This design comes from an exercise in tuning for small area and a short achievable clock period on the open sky130 flow, not from production work. Only simulation tests tie the RTL to the original design; equivalence was not proved. Power figures rest on the tool's default switching activity, not on a simulated workload.

$ cat design/flow/run.sh
#!/bin/bash
# synth_recipe.tcl (not shown) runs the flow's synth.tcl, then flattens the netlist and writes it again
# the make line also repeats each setting of config.mk as NAME=value (left out here)
make -C /OpenROAD-flow-scripts/flow DESIGN_CONFIG=/design/flow/config.mk WORK_HOME=/design/flow/orfs CLKGATE_MAP_FILE= SYNTH_SCRIPT=/design/flow/synth_recipe.tcl finish
$ cat design/flow/design.v
`timescale 1ns/100ps
module mac_unit #(parameter IP_SIZE=8,parameter OP_SIZE=24) (clk, rst, x_new, w_new, x_old, w_old, pe_val);
input clk;
input rst;
input [IP_SIZE-1:0] x_new;
input [IP_SIZE-1:0] w_new;
output [IP_SIZE-1:0] x_old;
output [IP_SIZE-1:0] w_old;
output [OP_SIZE-1:0] pe_val;
reg [IP_SIZE-1:0] x_new_reg;
reg [IP_SIZE-1:0] w_new_reg;
reg [OP_SIZE-1:0] partial_sum_reg;
always @ (posedge clk) begin
    if (rst) begin
        x_new_reg <= 0;
        w_new_reg <= 0;
    end
    else begin
        x_new_reg <= x_new;
        w_new_reg <= w_new;
    end
end
assign x_old = x_new_reg;
assign w_old = w_new_reg;
always @ (posedge clk) begin
    if (rst) begin
        partial_sum_reg <= 0;
    end
    else begin
        partial_sum_reg <= pe_val;
    end
end
assign pe_val = partial_sum_reg + (x_new*w_new);
endmodule
`timescale 1ns/100ps
module systolic_array#(
    parameter NUM_ROW = 8,
    parameter NUM_COL = 8,
    parameter IN_WORD_SIZE = 8,
    parameter OUT_WORD_SIZE = 24
)(
    clk,
    rst,
    top_inputs,
    left_inputs,
    compute_done,
    cycles_count,
    pe_register_vals
);
input clk;
input rst;
input [NUM_COL *  IN_WORD_SIZE -1 : 0] top_inputs;
input [NUM_ROW *  IN_WORD_SIZE -1 : 0] left_inputs;
output reg compute_done;
output reg  [OUT_WORD_SIZE-1:0] cycles_count;
output [0: OUT_WORD_SIZE * NUM_ROW * NUM_COL -1] pe_register_vals;
reg [IN_WORD_SIZE -1:0] x_new [0:63];
reg [IN_WORD_SIZE -1:0] w_new [0:63];
wire [IN_WORD_SIZE -1:0] x_old [0:63];
wire [IN_WORD_SIZE -1:0] w_old [0:63];
reg [IN_WORD_SIZE-1:0]row2_temp;
reg [IN_WORD_SIZE-1:0]col2_temp;
reg [IN_WORD_SIZE-1:0]row3_temp1;
reg [IN_WORD_SIZE-1:0]row3_temp2;
reg [IN_WORD_SIZE-1:0]col3_temp1;
reg [IN_WORD_SIZE-1:0]col3_temp2;
reg [IN_WORD_SIZE-1:0]row4_temp1;
reg [IN_WORD_SIZE-1:0]row4_temp2;
reg [IN_WORD_SIZE-1:0]row4_temp3;
reg [IN_WORD_SIZE-1:0]col4_temp1;
reg [IN_WORD_SIZE-1:0]col4_temp2;
reg [IN_WORD_SIZE-1:0]col4_temp3;
reg [IN_WORD_SIZE-1:0]row5_temp1;
reg [IN_WORD_SIZE-1:0]row5_temp2;
reg [IN_WORD_SIZE-1:0]row5_temp3;
reg [IN_WORD_SIZE-1:0]row5_temp4;
reg [IN_WORD_SIZE-1:0]col5_temp1;
reg [IN_WORD_SIZE-1:0]col5_temp2;
reg [IN_WORD_SIZE-1:0]col5_temp3;
reg [IN_WORD_SIZE-1:0]col5_temp4;
reg [IN_WORD_SIZE-1:0]row6_temp1;
reg [IN_WORD_SIZE-1:0]row6_temp2;
reg [IN_WORD_SIZE-1:0]row6_temp3;
reg [IN_WORD_SIZE-1:0]row6_temp4;
reg [IN_WORD_SIZE-1:0]row6_temp5;
reg [IN_WORD_SIZE-1:0]col6_temp1;
reg [IN_WORD_SIZE-1:0]col6_temp2;
reg [IN_WORD_SIZE-1:0]col6_temp3;
reg [IN_WORD_SIZE-1:0]col6_temp4;
reg [IN_WORD_SIZE-1:0]col6_temp5;
reg [IN_WORD_SIZE-1:0]row7_temp1;
reg [IN_WORD_SIZE-1:0]row7_temp2;
reg [IN_WORD_SIZE-1:0]row7_temp3;
reg [IN_WORD_SIZE-1:0]row7_temp4;
reg [IN_WORD_SIZE-1:0]row7_temp5;
reg [IN_WORD_SIZE-1:0]row7_temp6;
reg [IN_WORD_SIZE-1:0]col7_temp1;
reg [IN_WORD_SIZE-1:0]col7_temp2;
reg [IN_WORD_SIZE-1:0]col7_temp3;
reg [IN_WORD_SIZE-1:0]col7_temp4;
reg [IN_WORD_SIZE-1:0]col7_temp5;
reg [IN_WORD_SIZE-1:0]col7_temp6;
reg [IN_WORD_SIZE-1:0]row8_temp1;
reg [IN_WORD_SIZE-1:0]row8_temp2;
reg [IN_WORD_SIZE-1:0]row8_temp3;
reg [IN_WORD_SIZE-1:0]row8_temp4;
reg [IN_WORD_SIZE-1:0]row8_temp5;
reg [IN_WORD_SIZE-1:0]row8_temp6;
reg [IN_WORD_SIZE-1:0]row8_temp7;
reg [IN_WORD_SIZE-1:0]col8_temp1;
reg [IN_WORD_SIZE-1:0]col8_temp2;
reg [IN_WORD_SIZE-1:0]col8_temp3;
reg [IN_WORD_SIZE-1:0]col8_temp4;
reg [IN_WORD_SIZE-1:0]col8_temp5;
reg [IN_WORD_SIZE-1:0]col8_temp6;
reg [IN_WORD_SIZE-1:0]col8_temp7;
always @ (posedge clk) begin
    if (rst) begin
        cycles_count <= 0;
        end
    else begin
        cycles_count <= cycles_count + 1;
    end
end
always @(posedge clk) begin
    if (rst) begin
        x_new[0] <= 0;
        w_new[0] <= 0;
    end
    else begin
        x_new[0] <= left_inputs [7:0];
        w_new[0] <= top_inputs [7:0];
    end
end
always @(posedge clk) begin
    if (rst) begin
        row2_temp <= 0;
        col2_temp <= 0;
        x_new[8] <= 0;
        w_new[1] <= 0;
    end
    else begin
        row2_temp <= left_inputs [15:8];
        x_new [8] <= row2_temp;
        col2_temp <= top_inputs[15:8];
        w_new[1] <= col2_temp;
    end
end
always @(posedge clk) begin
    if (rst) begin
        row3_temp1 <= 0;
        row3_temp2 <= 0;
        x_new [16] <= 0;
        col3_temp1 <= 0;
        col3_temp2 <= 0;
        w_new [2] <= 0;
    end
    else begin
        row3_temp1 <= left_inputs[23:16];
        row3_temp2 <= row3_temp1;
        x_new [16] <= row3_temp2;
        col3_temp1 <= top_inputs[23:16];
        col3_temp2 <= col3_temp1;
        w_new [2] <= col3_temp2;
    end
end
always @(posedge clk) begin
    if (rst) begin
        row4_temp1 <= 0;
        row4_temp2 <= 0;
        row4_temp3 <= 0;
        x_new [24] <= 0;
        col4_temp1 <= 0;
        col4_temp2 <= 0;
        col4_temp3 <= 0;
        w_new [3] <= 0;
    end
    else begin
        row4_temp1 <= left_inputs[31:24];
        row4_temp2 <= row4_temp1;
        row4_temp3 <= row4_temp2;
        x_new [24] <= row4_temp3;
        col4_temp1 <= top_inputs[31:24];
        col4_temp2 <= col4_temp1;
        col4_temp3 <= col4_temp2;
        w_new [3] <= col4_temp3;
    end
end
always @(posedge clk) begin
    if (rst) begin
        row5_temp1 <= 0;
        row5_temp2 <= 0;
        row5_temp3 <= 0;
        row5_temp4 <= 0;
        x_new [32] <= 0;
        col5_temp1 <= 0;
        col5_temp2 <= 0;
        col5_temp3 <= 0;
        col5_temp4 <= 0;
        w_new [4] <= 0;
    end
    else begin
        row5_temp1 <= left_inputs[39:32];
        row5_temp2 <= row5_temp1;
        row5_temp3 <= row5_temp2;
        row5_temp4 <= row5_temp3;
        x_new [32] <= row5_temp4;
        col5_temp1 <= top_inputs[39:32];
        col5_temp2 <= col5_temp1;
        col5_temp3 <= col5_temp2;
        col5_temp4 <= col5_temp3;
        w_new [4] <= col5_temp4;
    end
end
always @(posedge clk) begin
    if (rst) begin
        row6_temp1 <= 0;
        row6_temp2 <= 0;
        row6_temp3 <= 0;
        row6_temp4 <= 0;
        row6_temp5 <= 0;
        x_new [40] <= 0;
        col6_temp1 <= 0;
        col6_temp2 <= 0;
        col6_temp3 <= 0;
        col6_temp4 <= 0;
        col6_temp5 <= 0;
        w_new [5] <= 0;
    end
    else begin
        row6_temp1 <= left_inputs[47:40];
        row6_temp2 <= row6_temp1;
        row6_temp3 <= row6_temp2;
        row6_temp4 <= row6_temp3;
        row6_temp5 <= row6_temp4;
        x_new [40] <= row6_temp5;
        col6_temp1 <= top_inputs[47:40];
        col6_temp2 <= col6_temp1;
        col6_temp3 <= col6_temp2;
        col6_temp4 <= col6_temp3;
        col6_temp5 <= col6_temp4;
        w_new [5] <= col6_temp5;
    end
end
always @(posedge clk) begin
    if (rst) begin
        row7_temp1 <= 0;
        row7_temp2 <= 0;
        row7_temp3 <= 0;
        row7_temp4 <= 0;
        row7_temp5 <= 0;
        row7_temp6 <= 0;
        x_new [48] <= 0;
        col7_temp1 <= 0;
        col7_temp2 <= 0;
        col7_temp3 <= 0;
        col7_temp4 <= 0;
        col7_temp5 <= 0;
        col7_temp6 <= 0;
        w_new [6] <= 0;
    end
    else begin
        row7_temp1 <= left_inputs[55:48];
        row7_temp2 <= row7_temp1;
        row7_temp3 <= row7_temp2;
        row7_temp4 <= row7_temp3;
        row7_temp5 <= row7_temp4;
        row7_temp6 <= row7_temp5;
        x_new [48] <= row7_temp6;
        col7_temp1 <= top_inputs[55:48];
        col7_temp2 <= col7_temp1;
        col7_temp3 <= col7_temp2;
        col7_temp4 <= col7_temp3;
        col7_temp5 <= col7_temp4;
        col7_temp6 <= col7_temp5;
        w_new [6] <= col7_temp6;
    end
end
always @(posedge clk) begin
    if (rst) begin
        row8_temp1 <= 0;
        row8_temp2 <= 0;
        row8_temp3 <= 0;
        row8_temp4 <= 0;
        row8_temp5 <= 0;
        row8_temp6 <= 0;
        row8_temp7 <= 0;
        x_new [56] <= 0;
        col8_temp1 <= 0;
        col8_temp2 <= 0;
        col8_temp3 <= 0;
        col8_temp4 <= 0;
        col8_temp5 <= 0;
        col8_temp6 <= 0;
        col8_temp7 <= 0;
        w_new [7] <= 0;
    end
    else begin
        row8_temp1 <= left_inputs[63:56];
        row8_temp2 <= row8_temp1;
        row8_temp3 <= row8_temp2;
        row8_temp4 <= row8_temp3;
        row8_temp5 <= row8_temp4;
        row8_temp6 <= row8_temp5;
        row8_temp7 <= row8_temp6;
        x_new [56] <= row8_temp7;
        col8_temp1 <= top_inputs[63:56];
        col8_temp2 <= col8_temp1;
        col8_temp3 <= col8_temp2;
        col8_temp4 <= col8_temp3;
        col8_temp5 <= col8_temp4;
        col8_temp6 <= col8_temp5;
        col8_temp7 <= col8_temp6;
        w_new [7] <= col8_temp7;
    end
end
mac_unit m0 (clk,rst,x_new[0],w_new[0],x_old[0],w_old[0],pe_register_vals[0:23]);
mac_unit m1 (clk,rst,x_old[0],w_new[1],x_old[1],w_old[1],pe_register_vals[24:47]);
mac_unit m2 (clk,rst,x_old[1],w_new[2],x_old[2],w_old[2],pe_register_vals[48:71]);
mac_unit m3 (clk,rst,x_old[2],w_new[3],x_old[3],w_old[3],pe_register_vals[72:95]);
mac_unit m4 (clk,rst,x_old[3],w_new[4],x_old[4],w_old[4],pe_register_vals[96:119]);
mac_unit m5 (clk,rst,x_old[4],w_new[5],x_old[5],w_old[5],pe_register_vals[120:143]);
mac_unit m6 (clk,rst,x_old[5],w_new[6],x_old[6],w_old[6],pe_register_vals[144:167]);
mac_unit m7 (clk,rst,x_old[6],w_new[7],x_old[7],w_old[7],pe_register_vals[168:191]);
mac_unit m8 (clk,rst,x_new[8],w_old[0],x_old[8],w_old[8],pe_register_vals[192:215]);
mac_unit m9 (clk,rst,x_old[8],w_old[1],x_old[9],w_old[9],pe_register_vals[216:239]);
mac_unit m10(clk,rst,x_old[9],w_old[2],x_old[10],w_old[10],pe_register_vals[240:263]);
mac_unit m11(clk,rst,x_old[10],w_old[3],x_old[11],w_old[11],pe_register_vals[264:287]);
mac_unit m12(clk,rst,x_old[11],w_old[4],x_old[12],w_old[12],pe_register_vals[288:311]);
mac_unit m13(clk,rst,x_old[12],w_old[5],x_old[13],w_old[13],pe_register_vals[312:335]);
mac_unit m14(clk,rst,x_old[13],w_old[6],x_old[14],w_old[14],pe_register_vals[336:359]);
mac_unit m15(clk,rst,x_old[14],w_old[7],x_old[15],w_old[15],pe_register_vals[360:383]);
mac_unit m16(clk,rst,x_new[16],w_old[8],x_old[16],w_old[16],pe_register_vals[384:407]);
mac_unit m17(clk,rst,x_old[16],w_old[9],x_old[17],w_old[17],pe_register_vals[408:431]);
mac_unit m18(clk,rst,x_old[17],w_old[10],x_old[18],w_old[18],pe_register_vals[432:455]);
mac_unit m19(clk,rst,x_old[18],w_old[11],x_old[19],w_old[19],pe_register_vals[456:479]);
mac_unit m20(clk,rst,x_old[19],w_old[12],x_old[20],w_old[20],pe_register_vals[480:503]);
mac_unit m21(clk,rst,x_old[20],w_old[13],x_old[21],w_old[21],pe_register_vals[504:527]);
mac_unit m22(clk,rst,x_old[21],w_old[14],x_old[22],w_old[22],pe_register_vals[528:551]);
mac_unit m23(clk,rst,x_old[22],w_old[15],x_old[23],w_old[23],pe_register_vals[552:575]);
mac_unit m24(clk,rst,x_new[24],w_old[16],x_old[24],w_old[24],pe_register_vals[576:599]);
mac_unit m25(clk,rst,x_old[24],w_old[17],x_old[25],w_old[25],pe_register_vals[600:623]);
mac_unit m26(clk,rst,x_old[25],w_old[18],x_old[26],w_old[26],pe_register_vals[624:647]);
mac_unit m27(clk,rst,x_old[26],w_old[19],x_old[27],w_old[27],pe_register_vals[648:671]);
mac_unit m28(clk,rst,x_old[27],w_old[20],x_old[28],w_old[28],pe_register_vals[672:695]);
mac_unit m29(clk,rst,x_old[28],w_old[21],x_old[29],w_old[29],pe_register_vals[696:719]);
mac_unit m30(clk,rst,x_old[29],w_old[22],x_old[30],w_old[30],pe_register_vals[720:743]);
mac_unit m31(clk,rst,x_old[30],w_old[23],x_old[31],w_old[31],pe_register_vals[744:767]);
mac_unit m32(clk,rst,x_new[32],w_old[24],x_old[32],w_old[32],pe_register_vals[768:791]);
mac_unit m33(clk,rst,x_old[32],w_old[25],x_old[33],w_old[33],pe_register_vals[792:815]);
mac_unit m34(clk,rst,x_old[33],w_old[26],x_old[34],w_old[34],pe_register_vals[816:839]);
mac_unit m35(clk,rst,x_old[34],w_old[27],x_old[35],w_old[35],pe_register_vals[840:863]);
mac_unit m36(clk,rst,x_old[35],w_old[28],x_old[36],w_old[36],pe_register_vals[864:887]);
mac_unit m37(clk,rst,x_old[36],w_old[29],x_old[37],w_old[37],pe_register_vals[888:911]);
mac_unit m38(clk,rst,x_old[37],w_old[30],x_old[38],w_old[38],pe_register_vals[912:935]);
mac_unit m39(clk,rst,x_old[38],w_old[31],x_old[39],w_old[39],pe_register_vals[936:959]);
mac_unit m40(clk,rst,x_new[40],w_old[32],x_old[40],w_old[40],pe_register_vals[960:983]);
mac_unit m41(clk,rst,x_old[40],w_old[33],x_old[41],w_old[41],pe_register_vals[984:1007]);
mac_unit m42(clk,rst,x_old[41],w_old[34],x_old[42],w_old[42],pe_register_vals[1008:1031]);
mac_unit m43(clk,rst,x_old[42],w_old[35],x_old[43],w_old[43],pe_register_vals[1032:1055]);
mac_unit m44(clk,rst,x_old[43],w_old[36],x_old[44],w_old[44],pe_register_vals[1056:1079]);
mac_unit m45(clk,rst,x_old[44],w_old[37],x_old[45],w_old[45],pe_register_vals[1080:1103]);
mac_unit m46(clk,rst,x_old[45],w_old[38],x_old[46],w_old[46],pe_register_vals[1104:1127]);
mac_unit m47(clk,rst,x_old[46],w_old[39],x_old[47],w_old[47],pe_register_vals[1128:1151]);
mac_unit m48(clk,rst,x_new[48],w_old[40],x_old[48],w_old[48],pe_register_vals[1152:1175]);
mac_unit m49(clk,rst,x_old[48],w_old[41],x_old[49],w_old[49],pe_register_vals[1176:1199]);
mac_unit m50(clk,rst,x_old[49],w_old[42],x_old[50],w_old[50],pe_register_vals[1200:1223]);
mac_unit m51(clk,rst,x_old[50],w_old[43],x_old[51],w_old[51],pe_register_vals[1224:1247]);
mac_unit m52(clk,rst,x_old[51],w_old[44],x_old[52],w_old[52],pe_register_vals[1248:1271]);
mac_unit m53(clk,rst,x_old[52],w_old[45],x_old[53],w_old[53],pe_register_vals[1272:1295]);
mac_unit m54(clk,rst,x_old[53],w_old[46],x_old[54],w_old[54],pe_register_vals[1296:1319]);
mac_unit m55(clk,rst,x_old[54],w_old[47],x_old[55],w_old[55],pe_register_vals[1320:1343]);
mac_unit m56(clk,rst,x_new[56],w_old[48],x_old[56],w_old[56],pe_register_vals[1344:1367]);
mac_unit m57(clk,rst,x_old[56],w_old[49],x_old[57],w_old[57],pe_register_vals[1368:1391]);
mac_unit m58(clk,rst,x_old[57],w_old[50],x_old[58],w_old[58],pe_register_vals[1392:1415]);
mac_unit m59(clk,rst,x_old[58],w_old[51],x_old[59],w_old[59],pe_register_vals[1416:1439]);
mac_unit m60(clk,rst,x_old[59],w_old[52],x_old[60],w_old[60],pe_register_vals[1440:1463]);
mac_unit m61(clk,rst,x_old[60],w_old[53],x_old[61],w_old[61],pe_register_vals[1464:1487]);
mac_unit m62(clk,rst,x_old[61],w_old[54],x_old[62],w_old[62],pe_register_vals[1488:1511]);
mac_unit m63(clk,rst,x_old[62],w_old[55],x_old[63],w_old[63],pe_register_vals[1512:1535]);
always @(posedge clk)
begin
    if(rst)
        begin
            compute_done <= 1'b0;
        end
    else
        begin
            if (cycles_count == 22)
            begin
                compute_done <= 1'b1;
            end
        end
end
endmodule
$ cat design/flow/constraint.sdc
create_clock -name core_clock -period 10.0 [get_ports {clk}]
set_input_delay 2.0000 -clock core_clock [delete_from_list [all_inputs] [get_ports {clk}]]
set_output_delay 2.0000 -clock core_clock [all_outputs]
set_load 0.01 [all_outputs]
$ cat design/flow/config.mk
export PLATFORM = sky130hd
export DESIGN_NAME = systolic_array
export DESIGN_NICKNAME = systolic_array
export VERILOG_FILES = /design/flow/design.v
export SDC_FILE = /design/flow/constraint.sdc
export NUM_CORES = 4
export LEC_CHECK = 0
export CAP_MARGIN = 20
export CORE_MARGIN = 2
export CORE_UTILIZATION = 40
export SLEW_MARGIN = 20
==> summary.txt <==
per-stage QoR:
step,hold WS (ns),instance area [um2]
final,0.415,322000
after CTS,0.409,320000
after global routing,0.441,322000
after floorplan,0.414,278000
after detailed placement,0.420,305000
after global placement,0.416,305000
worst paths after layout:
kind                                      start                     end  slack, ns  cells after the start
worst max-delay path            m9.w_new_reg[3]   pe_register_vals[409]       0.24                     23
worst min-delay path              row8_temp4[5]           row8_temp5[5]       0.41                      1
worst max register to register      w_new[3][2]  m3.partial_sum_reg[23]       3.59                     21
worst min register to register    row8_temp4[5]           row8_temp5[5]       0.41                      1
power by group:
| group | switching (mW) | total [mW] | internal [mW] |
|---|---|---|---|
| sequential | 0.140 | 12.4 | 12.2 |
| combinational | 0.726 | 1.23 | 0.503 |
| clock | 6.28 | 15.4 | 9.15 |
| total | 7.15 | 29.0 | 21.9 |
cell usage after synthesis (579+ instances only):
cell type / count
and2_1: 4560
inv_1: 3637
ha_1: 3454
dfxtp_1: 3033
fa_1: 2368
nor2b_1: 1972
a21oi_1: 1525
nand2_1: 1412
xnor2_1: 1285
nor2_1: 1129
xor2_1: 709
a21o_1: 607
o21ai_0: 579
worst register-to-register path: stages, from the launching register on:
cell,delay [ns]
dfxtp_4,0.40
and2_1,0.20
fa_1,0.52
fa_1,0.54
fa_1,0.52
inv_1,0.05
fa_1,0.48
inv_1,0.04
ha_1,0.31
or2_2,0.32
a21oi_1,0.24
nor3_1,0.10
a2111oi_2,0.40
xnor2_1,0.15
ha_1,0.41
a21o_1,0.21
a211oi_1,0.50
nor2_1,0.10
a21oi_1,0.35
buf_4,0.23
xnor2_1,0.08
and2_1,0.16
final cells by class:
class	count	area (um2)	area share [%]
antenna	297	743	0.231
sequential	3033	61000	18.9
timing repair buffer	1815	18000	5.59
clock buffer	519	11000	3.42
tap	9240	11600	3.59
multi-input combinational	23500	203000	63.0
clock inverter	205	3040	0.944
inverter	3638	13700	4.24
kinds of logic after synthesis:
group | share of synthesized area [%]
adders and majority gates | 32.6
and+or+nand+nor | 22.3
buffers and inverters | 5.55
DFF | 21.9
muxes | 1.14
AOI/OAI and AO/OA | 10.2
xor gates and xnor gates | 6.29
layer usage:
| metal | global-route usage [%] | vias to the layer above | wire (um) |
|---|---|---|---|
| met1 | 28.1 | 105000 | 344000 |
| met3 | 3.02 | 1201 | 35200 |
| met4 | 11.9 | 10 | 50900 |
| met5 | 0 | - | 68 |
| li1 | - | 104000 | - |
| met2 | 41.9 | 3987 | 418000 |
cells in the final DEF, fill, tap and decap left out, types with 100 or more instances in the layout:
cell type | netlist | final
a211oi_1 | 147 | 132
a21o_1 | 607 | 607
a21oi_1 | 1525 | 1513
a31oi_1 | 191 | 183
and2_1 | 4560 | 4560
and3_1 | 240 | 240
buf_4 | 0 | 120
clkbuf_16 | 0 | 392
clkdlybuf4s50_1 | 0 | 1672
dfxtp_1 | 3033 | 2825
dfxtp_2 | 0 | 202
diode_2 | 0 | 297
fa_1 | 2368 | 2368
ha_1 | 3454 | 3446
inv_1 | 3637 | 3637
mux2_2 | 236 | 236
nand2_1 | 1412 | 1412
nand2b_1 | 188 | 188
nand3_1 | 419 | 419
nand4_1 | 157 | 157
nor2_1 | 1129 | 1124
nor2b_1 | 1972 | 1961
nor3_1 | 414 | 402
o211ai_1 | 138 | 138
o21a_1 | 230 | 230
o21ai_0 | 579 | 563
o21bai_1 | 199 | 199
o31ai_1 | 109 | 100
or2_2 | 123 | 123
or3_1 | 143 | 143
xnor2_1 | 1285 | 1244
xor2_1 | 709 | 696
timing repair:
action,in CTS,in global routing
setup endpoints to repair,159,372
resized for setup,136,384
setup buffers,0,10
pin swaps,2,26
==> summary.md <==
| Metric | Value |
|---|---|
| Slowest CP cell | clkdlybuf4s50_1 |
| Ys Warns | 6 |
| Number of setup violations in the final report | 0 |
| First-pass GRT wire length | 1300000 um |
| EDFF count, synth | 0 |
| Setup Crit Path Kind | reg -> out |
| GP Congestion | 0.916 |
| Synth Flop Type | dfxtp_1 |
| Post-route ant nets | 0 |
| FMAX | 102 MHz |
| Worst vdd ir | 204 uV |
| Mapped Cells | 30600 |
| CP startpoint kind | flop |
| Die area | 701000 um2 |
| Final Util | 46.4% |
| Hold Violations, Final | 0 |
| Seq/Total Area, Yosys | 21.9% |
| GRT Total Usage | 23.6% |
| Max stage delay on crit path | 0.62 ns |
| Fillers | 66600 |
| Worst Max-Slew Pin Slew | 1.35 ns |
| H-tree depth | 5 |
| PnR worst setup slack | 0.242 ns |
| FF+latch count, synth | 3033 |
| CTS Hold Buffers Added | 0 |
| Worst Path Buf+Inv | 4 |
| Fin Setup TNS | 0 ns |
| Residual DRC | 0 |
| Critical Path AT | 7.76 ns |
| Die Height | 837 um |
| Clock transition at path regs | 0.06 ns |
| IO buf count | 1690 |
| Clock sink count | 3033 |
| Cell accounting for the most synthesized area | dfxtp_1 |
| CTS Buf Count | 389 |
| Final WL | 848000 um |
| Share of post-route cells with drive strength above 1 | 5.12% |
| Starting density of the core | 40.1% |
| Max Fanout on Critical Path | 9 |
| Post-Synthesis Cell Area | 278000 um2 |
| Total power | 29.0 mW |
| Netlist cell types | 98 |
| CTS Root Cell | clkbuf_16 |
| Pins over their slew limit | 0 |
| Initial antenna violation count | 60 |
| Crit path max-delay family | adder cells |
| I/O pins | 1691 |
| Pin count of the biggest net entering global routing | 189 |
| CTS tree | done |
| Pre-antenna DRT Iters | 6 |
| Max Root-Sink Buffers | 4 |
| Hold Path Class | reg -> reg |
| Placed Cells | 41200 |
| Req. time, crit path | 8.00 ns |
| Layout Skew | 0.0627 ns |
| Via-to-Cell Ratio | 5.08 |
| Row Count | 306 |
| Worst path cell trace | and2_1, fa_1, fa_1, fa_1, inv_1, fa_1, inv_1, ha_1, or2_2, o31ai_1, a21oi_1, a21oi_1, xnor2_1, ha_1, nand4_1, nor2_1, nand3_1, a21oi_1, a31oi_1, nor3b_2, xor2_1, buf_4, clkdlybuf4s50_1 |
| CP most frequent cell | fa_1 |
| Status | timing/DRC/antenna clean |
| Post-Layout Cell Count | 42200 |
| Syn_nets | 36600 |
| PwrDens | 90.2 nW/um2 |
| Core area | 693000 um2 |
| Nets | 38300 |
| Via count | 214000 |
| DP Worst Slack | 0.506 ns |
| Syn_area_per_cell | 9.07 um2 |
| Gr ovfl total | 0 |
| Ys async rst share | 0% |
| Post-layout min period | 9.76 ns |
| Tcrit/Tclk final | 97.6% |
| Area contributors post-synth | dfxtp_1 (22%), fa_1 (17%), ha_1 (16%) |
| DRT iter0 DRCs | 10300 |
| Synth-to-Final Area Change | 15.9% |
| Area share of the largest cell type after synthesis | 21.9% |
| Dpl hpwl | 695000 um |
| Slew HR | 9.76% |
| Critical Path Sink Type | output port |
| Number of global-route vias before repair | 217000 |
| Die Wd | 837 um |
| Leakage | 162 nW |
| Max Cap Violations | 0 |
| Routed wire length per instance | 20.1 um |
| Worst-Skew Late Latency | 1.06 ns |

==> port drivers added, routing unchanged <==
The flow's constraints put no driver on any port. The routed layout listed below was extracted and timed again, unchanged, in two steps. Step 1 assumes that a clkbuf_16 drives the clock port and a buf_2 every other input. Step 2 adds t to the input delays and takes it off the output delays; t is the mean of the earliest and latest rising clock arrival at the registers after step 1. Input paths then give back, and output paths get back, about the clock's delay inside the block. a / b / c = no drivers / after step 1 / after step 2; a / b = the first two.
t (ns): 1.163
setup WS [ns]: 0.242 / 0.099 / 1.263
worst hold slack (ns): 0.415 / 0.415 / 0.415
clock arrival spread, ns: 0.077 / 0.077
worst slew at a driven data input, ns: 0.24
After both steps setup and hold are still met in this run. The setup slack of this run moves by -0.143 ns with the drivers and by +1.021 ns with both steps.
